This is an optimization exercise on Yosys and OpenROAD, whose aim is small area and a short achievable clock period, not a production implementation. Where RTL was checked, it was by simulation tests only, not by an equivalence proof against the original. Power figures rest on the tool's default switching activity, not on a simulated workload.

==> inputs of run a <==
// alu_stage
module alu_stage(input clk, input [15:0] a, b, input [3:0] funct,
				output [15:0] out, output [15:0] r15);
==> module alu_stage, before the edit <==
module alu_stage(input clk, input [15:0] a, b, input [3:0] funct,
				output [15:0] out, output [15:0] r15);
localparam J = 6;
localparam K = 13;
wire is_div = (funct == 4'b0101);
wire is_mul = (funct == 4'b0100);
wire is_add = (funct == 4'b0000);
wire is_sub = (funct == 4'b0001);
wire sa = a[15], sb = b[15];
wire [14:0] A = a[14:0] ^ {15{sa}};
wire [15:0] bx = sb ? b : ~b;
wire cin = ~sb;
wire bz = (b == 16'd0);
wire [15:0] sum = a + (is_sub ? ~b : b) + {15'd0, is_sub};
wire [14:0] r1 [0:J];
wire [14:0] q1;
assign r1[0] = 15'd0;
genvar j;
generate for (j = 1; j <= J; j = j + 1) begin : s1row
	wire [j-1:0] rr;
	wire [j-1:0] rs;
	if (j == 1) begin : first
		assign rs = A[14];
	end else begin : next
		assign rs = {r1[j-1][(j>1?j-2:0):0], A[15-j]};
	end
	divrow #(.W(j)) u(.rs(rs), .bx(bx), .cin(cin), .q(q1[15-j]), .r(rr));
	assign r1[j] = {{(15-j){1'b0}}, rr};
end endgenerate
reg [15:0] x1_q, y1_q;
reg [J-1:0] ra_q;
reg div1_q, mul1_q, sa1_q, cin1_q;
always @(posedge clk) begin
	x1_q   <= is_div ? {bz, q1[14:15-J], A[14-J:0]} :
	          is_mul ? a : ((is_add | is_sub) ? sum : 16'd0);
	y1_q   <= is_div ? bx : (is_mul ? b : 16'd0);
	ra_q   <= r1[J][J-1:0];
	div1_q <= is_div;
	mul1_q <= is_mul;
	sa1_q  <= sa;
	cin1_q <= cin;
end
wire [31:0] prod;
mul16 u_mul(.a(x1_q), .b(y1_q), .p(prod));
wire [14:0] r2 [J:K];
wire [14:0] q2;
assign r2[J] = {{(15-J){1'b0}}, ra_q};
generate for (j = J + 1; j <= K; j = j + 1) begin : s2row
	wire [j-1:0] rr;
	divrow #(.W(j)) u(.rs({r2[j-1][j-2:0], x1_q[15-j]}), .bx(y1_q), .cin(cin1_q), .q(q2[15-j]), .r(rr));
	assign r2[j] = {{(15-j){1'b0}}, rr};
end endgenerate
reg [15:0] x2_q, y2_q;
reg [14:0] rb_q;
reg div2_q, sa2_q, cin2_q;
always @(posedge clk) begin
	x2_q   <= div1_q ? {x1_q[15:15-J], q2[14-J:15-K], x1_q[14-K:0]} :
	          (mul1_q ? prod[15:0] : x1_q);
	y2_q   <= mul1_q ? prod[31:16] : y1_q;
	rb_q   <= r2[K][14:0];
	div2_q <= div1_q;
	sa2_q  <= sa1_q;
	cin2_q <= cin1_q;
end
wire [14:0] r3 [K:15];
wire [14:0] q3;
assign r3[K] = rb_q;
generate for (j = K + 1; j <= 15; j = j + 1) begin : s3row
	wire [j-1:0] rr;
	divrow #(.W(j)) u(.rs({r3[j-1][j-2:0], x2_q[15-j]}), .bx(y2_q), .cin(cin2_q), .q(q3[15-j]), .r(rr));
	assign r3[j] = {{(15-j){1'b0}}, rr};
end endgenerate
wire [15:0] qf = {x2_q[15:15-K], q3[14-K:0]};
wire [15:0] rf = {1'b0, r3[15]};
wire eq = &(rf ^ y2_q ^ {rf[14:0] & y2_q[14:0], cin2_q});
wire c  = sa2_q & eq;
wire nq = (sa2_q ^ ~cin2_q) & ~qf[15];
wire [15:0] qo = (qf ^ {16{nq}}) + {15'd0, c ^ nq};
wire [15:0] ro = (rf ^ {16{sa2_q}}) & {16{~c}};
assign out = div2_q ? qo : x2_q;
assign r15 = div2_q ? ro : y2_q;
endmodule
export LEC_CHECK = 0
export CAP_MARGIN = 20
export CORE_MARGIN = 2
export CORE_UTILIZATION = 60
export SLEW_MARGIN = 20
create_clock -name core_clock -period 33.0 [get_ports {clk}]
standard.sh (not shown) runs the stock make flow with config.mk's settings and CLKGATE_MAP_FILE= SYNTH_SCRIPT=/design/flow/synth_recipe.tcl, a recipe that flattens the netlist after the stock synthesis.
==> flow/flow/run.sh <==
#!/bin/bash
# Standard layout, with the setup repair asked to over-fix so the critical
# paths get sized for speed (the clock period and constraints are unchanged).
bash standard.sh SETUP_SLACK_MARGIN=16 finish > standard.log 2>&1
==> inputs of run b, as changes to run a <==
==> flow/flow/run.sh (replaced) <==
#!/bin/bash
# Standard layout, with the setup repair asked to over-fix so the critical
# paths get sized for speed (the clock period and constraints are unchanged).
bash standard.sh SETUP_SLACK_MARGIN=20 finish > standard.log 2>&1
==> inputs of run c, as changes to run a <==
--- a/flow/design.v
+++ b/flow/design.v
@@ -690,4 +690,4 @@
 				output [15:0] out, output [15:0] r15);
-localparam J = 6;
-localparam K = 13;
+localparam J = 5;
+localparam K = 12;
 wire is_div = (funct == 4'b0101);
==> flow/run.sh (new file) <==
#!/bin/bash
# synth_recipe.tcl (not shown) runs the flow's synth.tcl, then flattens the netlist and writes it again
# the make line also repeats each setting of config.mk as NAME=value (left out here)
make -C /OpenROAD-flow-scripts/flow DESIGN_CONFIG=/design/flow/config.mk WORK_HOME=/design/flow/orfs CLKGATE_MAP_FILE= SYNTH_SCRIPT=/design/flow/synth_recipe.tcl finish
- CORE_UTILIZATION: 60 -> 40
removed: flow/flow/run.sh
removed: flow/standard.sh
==> run summary <==
- The highest non-clock buffer count belongs to run b, the lowest to run c.
- Against run c, the routed wire length of run a is smaller by about 1.8%.
- Against run c, the area after synthesis of run a is larger by 0.46%.
- Cell area: run a < run c < run b.
- Against run b, the synthesized cell count of run c is smaller by 2.0%.
- Against run a, the power of run b is larger by about 13%.
- Between run c and run a, the lower maximum frequency is in run c (gap about 14%, measured against run a).
==> figures <==
metric                                                                            run a                    run c                    run b
Met2 demand-to-capacity share in global routing                                  0.5654                   0.3818                   0.6018
Mux contribution to synthesized area                                            0.04524                  0.06210                  0.04524
Synthesized-area fraction occupied by and/or/nand/nor cells                      0.1862                   0.1751                   0.1862
Max-slew headroom                                                                0.3594                   0.3477                   0.2286
Status                                                          complete, no violations  complete, no violations  complete, no violations
Placed standard-cell area                                                 0.01997 sq mm            0.02019 sq mm            0.02012 sq mm
Sequential cell count                                                                90                       88                       90
Data required time at the worst endpoint                                       33250 ps                 26400 ps                 26400 ps
Post-Route Utilization                                                           0.6499                   0.4397                   0.7433
Finished Layout Cells                                                              2725                     2884                     2860
Portion of the post-synthesis area used by sequential elements                  0.09510                  0.09341                  0.09510
Crit path capture type                                                             flop               output pin               output pin
Clock group power                                                              0.103 mW                0.0972 mW                 0.110 mW
Clk_buf instances                                                                     9                       10                       10
Area occupied by multi-input gates                                        0.01599 sq mm            0.01587 sq mm            0.01768 sq mm
For run c, only the layout was checked, not whether the RTL still works.

afterwards: timing with drivers on the ports:
No port has a modelled driver above. Below, the same layouts with a new extraction and two added sets of constraints.
Step 1 sets driving cells, clkbuf_16 on the clock port and buf_2 on the other inputs (assumed; they add their load-dependent delay and slew).
Step 2 adds t to the input delays and takes it off the output delays; t is the mean of the earliest and latest rising clock arrival at the registers after step 1. Input paths then give back, and output paths get back, about the clock's delay inside the block.
Three values: ideal ports, drivers, drivers and shift; two values: the first two.
| run | shift t [ns] | setup WS [ns] | worst setup path at the end | worst slew at a driven data input, ns |
|---|---|---|---|---|
| run a | 0.418 | 17.301 / 17.331 / 16.913 | input to register | 0.04 |
| run b | 0.422 | 19.381 / 19.325 / 19.155 | input to register | 0.06 |
| run c | 0.403 | 14.844 / 14.793 / 15.195 | register to output | 0.04 |
After both steps every run listed still meets setup and hold. The setup slack of run a, which loses most, moves by +0.030 ns with the drivers and by -0.388 ns with both steps.
